From an optimization exercise on the open Yosys and OpenROAD flow, aimed at small area, a short achievable clock period and few clock cycles per item; shortcuts taken in it are not production practice.
At most, simulation tests tie the RTL to the original design; equivalence was not proved.

==> flow/design.v (excerpt) <==
module Convolution_without_pipeline(
    clk, rst_n, in_valid,
    In_IFM_1, In_IFM_2, In_IFM_3, In_IFM_4, In_IFM_5, In_IFM_6, In_IFM_7, In_IFM_8, In_IFM_9,
    In_Weight_1, In_Weight_2, In_Weight_3, In_Weight_4, In_Weight_5, In_Weight_6, In_Weight_7, In_Weight_8, In_Weight_9,
    out_valid, Out_OFM
    );
input clk, rst_n;
input in_valid;
input [7:0] In_IFM_1, In_IFM_2, In_IFM_3, In_IFM_4, In_IFM_5, In_IFM_6, In_IFM_7, In_IFM_8, In_IFM_9;
input [7:0] In_Weight_1, In_Weight_2, In_Weight_3, In_Weight_4, In_Weight_5, In_Weight_6, In_Weight_7, In_Weight_8, In_Weight_9;
output reg out_valid;
output [20:0] Out_OFM;
always @(posedge clk or negedge rst_n)
    if (!rst_n) out_valid <= 1'b0;
    else        out_valid <= in_valid;
wire c1, c10, c100, c101, c102, c103, c104, c105, c106, c107, c108, c109, c11, c110, c111, c112;
wire c113, c114, c115, c116, c117, c118, c119, c12, c120, c121, c122, c123, c124, c125, c126, c127;
wire c128, c129, c13, c130, c131, c132, c133, c134, c135, c136, c137, c138, c139, c14, c140, c141;
wire c142, c143, c144, c145, c146, c147, c148, c149, c15, c150, c151, c152, c153, c154, c155, c156;
wire c157, c158, c159, c16, c160, c161, c162, c163, c164, c165, c166, c167, c168, c169, c17, c170;
wire c171, c172, c173, c174, c175, c176, c177, c178, c179, c18, c180, c181, c182, c183, c184, c185;
wire c186, c187, c188, c189, c19, c190, c191, c192, c193, c194, c195, c196, c197, c198, c199, c2;
wire c20, c200, c201, c202, c203, c204, c205, c206, c207, c208, c209, c21, c210, c211, c212, c213;
  ...
Size in the first run: roughly 1500 cells after synthesis, about 55 flip-flops, ~170 I/O pins, roughly 17000 sq um of cells after synthesis.
Settings: LEC_CHECK=0, CAP_MARGIN=20, CORE_MARGIN=2, CORE_UTILIZATION=40, GPL_ROUTABILITY_DRIVEN=0, SETUP_SLACK_MARGIN=4.5, SLEW_MARGIN=20, SYNTH_HIERARCHICAL=1, SYNTH_MINIMUM_KEEP_SIZE=0; clock period 10.0 ns.
standard.sh (not shown) runs the stock make flow with config.mk's settings and CLKGATE_MAP_FILE= SYNTH_SCRIPT=/design/flow/synth_recipe.tcl, a recipe that flattens the netlist after the stock synthesis.
==> flow/flow/run.sh <==
#!/bin/bash
# Own flow: the standard flow (standard.sh) with its synthesis unchanged.
# The layout steps only differ in two ways:
#  * the delay cells (clkdlybuf4s*, dlygate*, dlymetal*) are not used, so the
#    port buffers and the resizer use ordinary buffers instead;
#  * buffer_ports uses buf_2 for the port buffers.
set -euo pipefail
bash standard.sh synth > synth.log 2>&1
PLATFORM_DONT_USE="sky130_fd_sc_hd__probe_p_8 sky130_fd_sc_hd__probec_p_8 sky130_fd_sc_hd__lpflow_bleeder_1 sky130_fd_sc_hd__lpflow_clkbufkapwr_1 sky130_fd_sc_hd__lpflow_clkbufkapwr_16 sky130_fd_sc_hd__lpflow_clkbufkapwr_2 sky130_fd_sc_hd__lpflow_clkbufkapwr_4 sky130_fd_sc_hd__lpflow_clkbufkapwr_8 sky130_fd_sc_hd__lpflow_clkinvkapwr_1 sky130_fd_sc_hd__lpflow_clkinvkapwr_16 sky130_fd_sc_hd__lpflow_clkinvkapwr_2 sky130_fd_sc_hd__lpflow_clkinvkapwr_4 sky130_fd_sc_hd__lpflow_clkinvkapwr_8 sky130_fd_sc_hd__lpflow_decapkapwr_12 sky130_fd_sc_hd__lpflow_decapkapwr_3 sky130_fd_sc_hd__lpflow_decapkapwr_4 sky130_fd_sc_hd__lpflow_decapkapwr_6 sky130_fd_sc_hd__lpflow_decapkapwr_8 sky130_fd_sc_hd__lpflow_inputiso0n_1 sky130_fd_sc_hd__lpflow_inputiso0p_1 sky130_fd_sc_hd__lpflow_inputiso1n_1 sky130_fd_sc_hd__lpflow_inputiso1p_1 sky130_fd_sc_hd__lpflow_inputisolatch_1 sky130_fd_sc_hd__lpflow_isobufsrc_1 sky130_fd_sc_hd__lpflow_isobufsrc_16 sky130_fd_sc_hd__lpflow_isobufsrc_2 sky130_fd_sc_hd__lpflow_isobufsrc_4 sky130_fd_sc_hd__lpflow_isobufsrc_8 sky130_fd_sc_hd__lpflow_isobufsrckapwr_16 sky130_fd_sc_hd__lpflow_lsbuf_lh_hl_isowell_tap_1 sky130_fd_sc_hd__lpflow_lsbuf_lh_hl_isowell_tap_2 sky130_fd_sc_hd__lpflow_lsbuf_lh_hl_isowell_tap_4 sky130_fd_sc_hd__lpflow_lsbuf_lh_isowell_4 sky130_fd_sc_hd__lpflow_lsbuf_lh_isowell_tap_1 sky130_fd_sc_hd__lpflow_lsbuf_lh_isowell_tap_2 sky130_fd_sc_hd__lpflow_lsbuf_lh_isowell_tap_4"
DELAY_CELLS="sky130_fd_sc_hd__clkdlybuf4s15_1 sky130_fd_sc_hd__clkdlybuf4s15_2 sky130_fd_sc_hd__clkdlybuf4s18_1 sky130_fd_sc_hd__clkdlybuf4s18_2 sky130_fd_sc_hd__clkdlybuf4s25_1 sky130_fd_sc_hd__clkdlybuf4s25_2 sky130_fd_sc_hd__clkdlybuf4s50_1 sky130_fd_sc_hd__clkdlybuf4s50_2 sky130_fd_sc_hd__dlygate4sd1_1 sky130_fd_sc_hd__dlygate4sd2_1 sky130_fd_sc_hd__dlygate4sd3_1 sky130_fd_sc_hd__dlymetal6s2s_1 sky130_fd_sc_hd__dlymetal6s4s_1 sky130_fd_sc_hd__dlymetal6s6s_1"
bash standard.sh "DONT_USE_CELLS=$PLATFORM_DONT_USE $DELAY_CELLS" \
  "BUFFER_PORTS_ARGS=-buffer_cell sky130_fd_sc_hd__buf_2" finish > layout.log 2>&1
The starting point went through all stages and came out clean.
Testbench counts at the start, summed over its fixed seeds: cycles 3,208, items 3,200.
Change:
CORE_UTILIZATION = 55   (was 40)
SETUP_SLACK_MARGIN = 4.4   (was 4.5)
- sequential cell count does not change
- area after synthesis stays the same
- worst hold slack barely changes
- routed wire length is lower by a few percent
- core utilization is higher by 14 points
Change:
CORE_UTILIZATION = 40   (was 55)
Outcome: The changed run completed without violations. Worst setup slack loses 0.022 ns. Global-route usage falls by 7.5 points. Hold slack loses 0.013 ns. Cell area rises slightly. First-iteration DRC count rises by a quarter to a third. Critical path depth rises by 3. Routed wire length rises by a few percent.

== v55 ==
Convolution_without_pipeline, a different RTL version from the one above (not shown whole).
clock: 10.0 ns
lec_check: 0
cap_margin: 20
core_margin: 2
core_utilization: 40
setup_slack_margin: 4.4
slew_margin: 20
synth_hierarchical: 1
synth_minimum_keep_size: 0
Scripts as last shown in full above: flow/flow/run.sh
No stage failed in v55, and the final checks on the layout all came back clean.
The inputs of v21 differ from those of v55 as listed below.
# v55
export LEC_CHECK = 0
export CAP_MARGIN = 20
export CORE_MARGIN = 2
export CORE_UTILIZATION = 40
export SETUP_SLACK_MARGIN = 4.4
export SLEW_MARGIN = 20
export SYNTH_HIERARCHICAL = 1
export SYNTH_MINIMUM_KEEP_SIZE = 0
create_clock -name core_clock -period 10.0 [get_ports {clk}]
# v21
export LEC_CHECK = 0
export CAP_MARGIN = 20
export CORE_MARGIN = 2
export CORE_UTILIZATION = 40
export SETUP_SLACK_MARGIN = 4.6
export SLEW_MARGIN = 20
export SYNTH_HIERARCHICAL = 1
export SYNTH_MINIMUM_KEEP_SIZE = 0
create_clock -name core_clock -period 10.0 [get_ports {clk}]
==> comparison <==
| setup slack | v21 vs v55 | better |. [compare] base=v55 new=v21: number of antenna violations at the first check in global routing has increased. On synthesized area, v21 and v55 are basically level. For v55, the launch point of the worst path was In_IFM_7[2], unlike v21, where it was r_c493. Diff v55 -> v21: post-cts sizing count has increased; critical path depth has increased; finished layout cell area has increased.
What v8 does differently from v21 at the input level:
# v21
export LEC_CHECK = 0
export CAP_MARGIN = 20
export CORE_MARGIN = 2
export CORE_UTILIZATION = 40
export SETUP_SLACK_MARGIN = 4.6
export SLEW_MARGIN = 20
export SYNTH_HIERARCHICAL = 1
export SYNTH_MINIMUM_KEEP_SIZE = 0
create_clock -name core_clock -period 10.0 [get_ports {clk}]
# v8
export LEC_CHECK = 0
export CAP_MARGIN = 20
export CORE_MARGIN = 2
export CORE_UTILIZATION = 40
export SETUP_SLACK_MARGIN = 4.2
export SLEW_MARGIN = 20
export SYNTH_HIERARCHICAL = 1
export SYNTH_MINIMUM_KEEP_SIZE = 0
create_clock -name core_clock -period 10.0 [get_ports {clk}]
--- outcome ---
Changes observed in v8 relative to v21: fraction of the cycle the final worst path needs higher, total stage count of the critical path lower, final wirelength higher, post-CTS setup repair buffer count lower. Changes observed in v8 relative to v21: via count saw an increase; met1 layer wirelength in the final routing was more or less identical; met3 layer usage reported by global route shows an increase of 0.18 points. v8 vs v21: peak clock frequency supported by timing down.
No functional check of the RTL was part of any run of this note.

Another version of the RTL of Convolution_without_pipeline (not shown whole).
For scale: roughly 1400 cells after synthesis, about 54 flip-flops, about 170 I/O pins, ~16000 um2 of cells after synthesis.
export LEC_CHECK = 0
export CAP_MARGIN = 20
export CORE_MARGIN = 2
export CORE_UTILIZATION = 60
export SETUP_SLACK_MARGIN = 5
export SLEW_MARGIN = 20
export SYNTH_HIERARCHICAL = 1
export SYNTH_MINIMUM_KEEP_SIZE = 0
create_clock -name core_clock -period 10.0 [get_ports {clk}]
run.sh (not shown) runs the stock make flow with config.mk's settings and CLKGATE_MAP_FILE= SYNTH_SCRIPT=/design/flow/synth_recipe.tcl, a recipe that flattens the netlist after the stock synthesis.
Stock flow here: none of the scripts above is used.
The baseline went through all stages and came out clean.
Testbench counts at the start, summed over its fixed seeds: cycles 3,208, items 3,200.
==> next run, changes <==
CORE_UTILIZATION = 40   (was 60)
Setup slack improved by 0.16 ns.
Utilization fell by 26 points.
Flip-flop and latch count stays the same.
Cell count rose by 10%.
==> next run, changes <==
==> flow/flow/run.sh (new file) <==
#!/bin/bash
# Own flow: the standard ORFS flow, with the port buffers made from buf_2
# cells (instead of the slow clkdlybuf4s50_1 that buffer_ports picks by default).
set -euo pipefail
bash standard.sh synth > synth.log 2>&1
bash standard.sh "BUFFER_PORTS_ARGS=-buffer_cell sky130_fd_sc_hd__buf_2" finish > layout.log 2>&1
==> flow/standard.sh (new file) <==
#!/bin/bash
# synth_recipe.tcl (not shown) runs the flow's synth.tcl, then flattens the netlist and writes it again
# the make line also repeats each setting of config.mk as NAME=value (left out here)
make -C /OpenROAD-flow-scripts/flow DESIGN_CONFIG=/design/flow/config.mk WORK_HOME=/design/flow/orfs CLKGATE_MAP_FILE= SYNTH_SCRIPT=/design/flow/synth_recipe.tcl "${@:-finish}"
SETUP_SLACK_MARGIN = 4.5   (was 5)
removed: flow/run.sh
Effect:
- global-route usage fell by 0.62 points
- routed wire length fell by about 3.4%
- fmax fell by 1.4%
- final cell count fell by 0.85%
- flip-flop and latch count stays the same
- via count fell by 0.90%
==> next run, changes <==
==> flow/run.sh (new file) <==
#!/bin/bash
# synth_recipe.tcl (not shown) runs the flow's synth.tcl, then flattens the netlist and writes it again
# the make line also repeats each setting of config.mk as NAME=value (left out here)
make -C /OpenROAD-flow-scripts/flow DESIGN_CONFIG=/design/flow/config.mk WORK_HOME=/design/flow/orfs CLKGATE_MAP_FILE= SYNTH_SCRIPT=/design/flow/synth_recipe.tcl finish
SETUP_SLACK_MARGIN = 4.7   (was 4.5)
removed: flow/flow/run.sh
removed: flow/standard.sh
Result: Hold slack improved by 0.36 ns. Design area came out higher by 5.7%. Via count came out higher by 0.48%.

## north
Another version of the RTL of Convolution_without_pipeline (not shown whole).
For scale: about 17000 um2 of cells after synthesis.
export LEC_CHECK = 0
export CAP_MARGIN = 20
export CORE_MARGIN = 2
export CORE_UTILIZATION = 40
export GPL_ROUTABILITY_DRIVEN = 0
export SETUP_SLACK_MARGIN = 4.6
export SLEW_MARGIN = 20
export SYNTH_HIERARCHICAL = 1
export SYNTH_MINIMUM_KEEP_SIZE = 0
create_clock -name core_clock -period 10.0 [get_ports {clk}]
standard.sh (not shown) runs the stock make flow with config.mk's settings and CLKGATE_MAP_FILE= SYNTH_SCRIPT=/design/flow/synth_recipe.tcl, a recipe that flattens the netlist after the stock synthesis.
==> flow/flow/run.sh <==
#!/bin/bash
# Own flow: the standard flow (standard.sh) with its synthesis unchanged.
# The layout steps only differ in two ways:
#  * the delay cells (clkdlybuf4s*, dlygate*, dlymetal*) are not used, so the
#    port buffers and the resizer use ordinary buffers instead;
#  * buffer_ports uses buf_2 for the port buffers.
set -euo pipefail
bash standard.sh synth > synth.log 2>&1
PLATFORM_DONT_USE="sky130_fd_sc_hd__probe_p_8 sky130_fd_sc_hd__probec_p_8 sky130_fd_sc_hd__lpflow_bleeder_1 sky130_fd_sc_hd__lpflow_clkbufkapwr_1 sky130_fd_sc_hd__lpflow_clkbufkapwr_16 sky130_fd_sc_hd__lpflow_clkbufkapwr_2 sky130_fd_sc_hd__lpflow_clkbufkapwr_4 sky130_fd_sc_hd__lpflow_clkbufkapwr_8 sky130_fd_sc_hd__lpflow_clkinvkapwr_1 sky130_fd_sc_hd__lpflow_clkinvkapwr_16 sky130_fd_sc_hd__lpflow_clkinvkapwr_2 sky130_fd_sc_hd__lpflow_clkinvkapwr_4 sky130_fd_sc_hd__lpflow_clkinvkapwr_8 sky130_fd_sc_hd__lpflow_decapkapwr_12 sky130_fd_sc_hd__lpflow_decapkapwr_3 sky130_fd_sc_hd__lpflow_decapkapwr_4 sky130_fd_sc_hd__lpflow_decapkapwr_6 sky130_fd_sc_hd__lpflow_decapkapwr_8 sky130_fd_sc_hd__lpflow_inputiso0n_1 sky130_fd_sc_hd__lpflow_inputiso0p_1 sky130_fd_sc_hd__lpflow_inputiso1n_1 sky130_fd_sc_hd__lpflow_inputiso1p_1 sky130_fd_sc_hd__lpflow_inputisolatch_1 sky130_fd_sc_hd__lpflow_isobufsrc_1 sky130_fd_sc_hd__lpflow_isobufsrc_16 sky130_fd_sc_hd__lpflow_isobufsrc_2 sky130_fd_sc_hd__lpflow_isobufsrc_4 sky130_fd_sc_hd__lpflow_isobufsrc_8 sky130_fd_sc_hd__lpflow_isobufsrckapwr_16 sky130_fd_sc_hd__lpflow_lsbuf_lh_hl_isowell_tap_1 sky130_fd_sc_hd__lpflow_lsbuf_lh_hl_isowell_tap_2 sky130_fd_sc_hd__lpflow_lsbuf_lh_hl_isowell_tap_4 sky130_fd_sc_hd__lpflow_lsbuf_lh_isowell_4 sky130_fd_sc_hd__lpflow_lsbuf_lh_isowell_tap_1 sky130_fd_sc_hd__lpflow_lsbuf_lh_isowell_tap_2 sky130_fd_sc_hd__lpflow_lsbuf_lh_isowell_tap_4"
DELAY_CELLS="sky130_fd_sc_hd__clkdlybuf4s15_1 sky130_fd_sc_hd__clkdlybuf4s15_2 sky130_fd_sc_hd__clkdlybuf4s18_1 sky130_fd_sc_hd__clkdlybuf4s18_2 sky130_fd_sc_hd__clkdlybuf4s25_1 sky130_fd_sc_hd__clkdlybuf4s25_2 sky130_fd_sc_hd__clkdlybuf4s50_1 sky130_fd_sc_hd__clkdlybuf4s50_2 sky130_fd_sc_hd__dlygate4sd1_1 sky130_fd_sc_hd__dlygate4sd2_1 sky130_fd_sc_hd__dlygate4sd3_1 sky130_fd_sc_hd__dlymetal6s2s_1 sky130_fd_sc_hd__dlymetal6s4s_1 sky130_fd_sc_hd__dlymetal6s6s_1"
bash standard.sh "DONT_USE_CELLS=$PLATFORM_DONT_USE $DELAY_CELLS" \
  "BUFFER_PORTS_ARGS=-buffer_cell sky130_fd_sc_hd__buf_2" finish > layout.log 2>&1
Edits applied to the flow inputs when going from north to south:
# north
export LEC_CHECK = 0
export CAP_MARGIN = 20
export CORE_MARGIN = 2
export CORE_UTILIZATION = 40
export GPL_ROUTABILITY_DRIVEN = 0
export SETUP_SLACK_MARGIN = 4.6
export SLEW_MARGIN = 20
export SYNTH_HIERARCHICAL = 1
export SYNTH_MINIMUM_KEEP_SIZE = 0
create_clock -name core_clock -period 10.0 [get_ports {clk}]
# south
export LEC_CHECK = 0
export CAP_MARGIN = 20
export CORE_MARGIN = 2
export CORE_UTILIZATION = 40
export GPL_ROUTABILITY_DRIVEN = 0
export SETUP_SLACK_MARGIN = 4.4
export SLEW_MARGIN = 20
export SYNTH_HIERARCHICAL = 1
export SYNTH_MINIMUM_KEEP_SIZE = 0
create_clock -name core_clock -period 10.0 [get_ports {clk}]
The flow did not stop early for south: all stages ran, and the layout cleared the timing, design-rule and antenna checks. Sort south and north by final core utilization, descending, and north comes first. Diff south and north: clock period minus final worst setup slack lower in north. The total of fill cells in the finished design in south was higher than what north gave. Of south and north, the run reporting the higher data arrival at the endpoint of the critical path was south. Summary — global-route wire length before repair, south relative to north: lower, by 1.6 mm. Against north, south reports a total routed wirelength that is lower. south vs north on post-cts gate resize count: south is the lower one. Via density per instance of south exceeds that of north slightly.
No run of this note included a check of the RTL's function; only the layout flow was run.

==> re-timing with driven ports <==
Ports are ideal in the flow. The routed layouts listed here were re-timed in OpenROAD.
Step 1: set_driving_cell puts a clkbuf_16 on clk and a buf_2 on each other input, an assumption about the parent block.
Step 2 times the ports against the registers' clock, not the clock port: input delays grow and output delays shrink by t, the midpoint of the rising clock arrivals with the driver on.
a / b / c = ideal / step 1 / step 2; a / b = the first two.
run | shift t [ns] | setup WS [ns] | worst hold slack (ns) | worst setup path at the end | worst slew at a driven data input, ns
the first run of note 1 | 0.355 | 4.494 / 4.445 / 4.228 | 1.442 / 1.413 / 1.768 | input to register | 0.07
the second run of note 1 | 0.349 | 4.491 / 4.474 / 4.163 | 1.445 / 1.431 / 1.780 | input to register | 0.07
the third run of note 1 | 0.364 | 4.469 / 4.419 / 4.154 | 1.433 / 1.403 / 1.767 | input to register | 0.07
v55 | 0.351 | 4.488 / 4.480 / 4.145 | 1.441 / 1.420 / 1.771 | input to register | 0.06
v21 | 0.359 | 4.559 / 4.511 / 4.272 | 1.438 / 1.411 / 1.770 | input to register | 0.08
v8 | 0.352 | 4.425 / 4.385 / 4.093 | 1.441 / 1.419 / 1.771 | input to register | 0.06
the first run of note 3 | 0.361 | 4.428 / 4.373 / 4.362 | 1.820 / 1.794 / 2.155 | input to register | 0.07
the second run of note 3 | 0.354 | 4.586 / 4.537 / 4.442 | 1.816 / 1.792 / 2.146 | input to register | 0.09
the third run of note 3 | 0.350 | 4.509 / 4.462 / 4.187 | 1.456 / 1.434 / 1.783 | input to register | 0.07
the fourth run of note 3 | 0.350 | 4.520 / 4.477 / 4.342 | 1.818 / 1.805 / 2.155 | input to register | 0.07
north | 0.401 | 4.532 / 4.485 / 4.275 | 1.407 / 1.381 / 1.782 | input to register | 0.07
south | 0.399 | 4.461 / 4.418 / 4.075 | 1.396 / 1.372 / 1.772 | input to register | 0.06
After both steps every run listed still meets setup and hold. The setup slack of south, which loses most, moves by -0.043 ns with the drivers and by -0.386 ns with both steps.
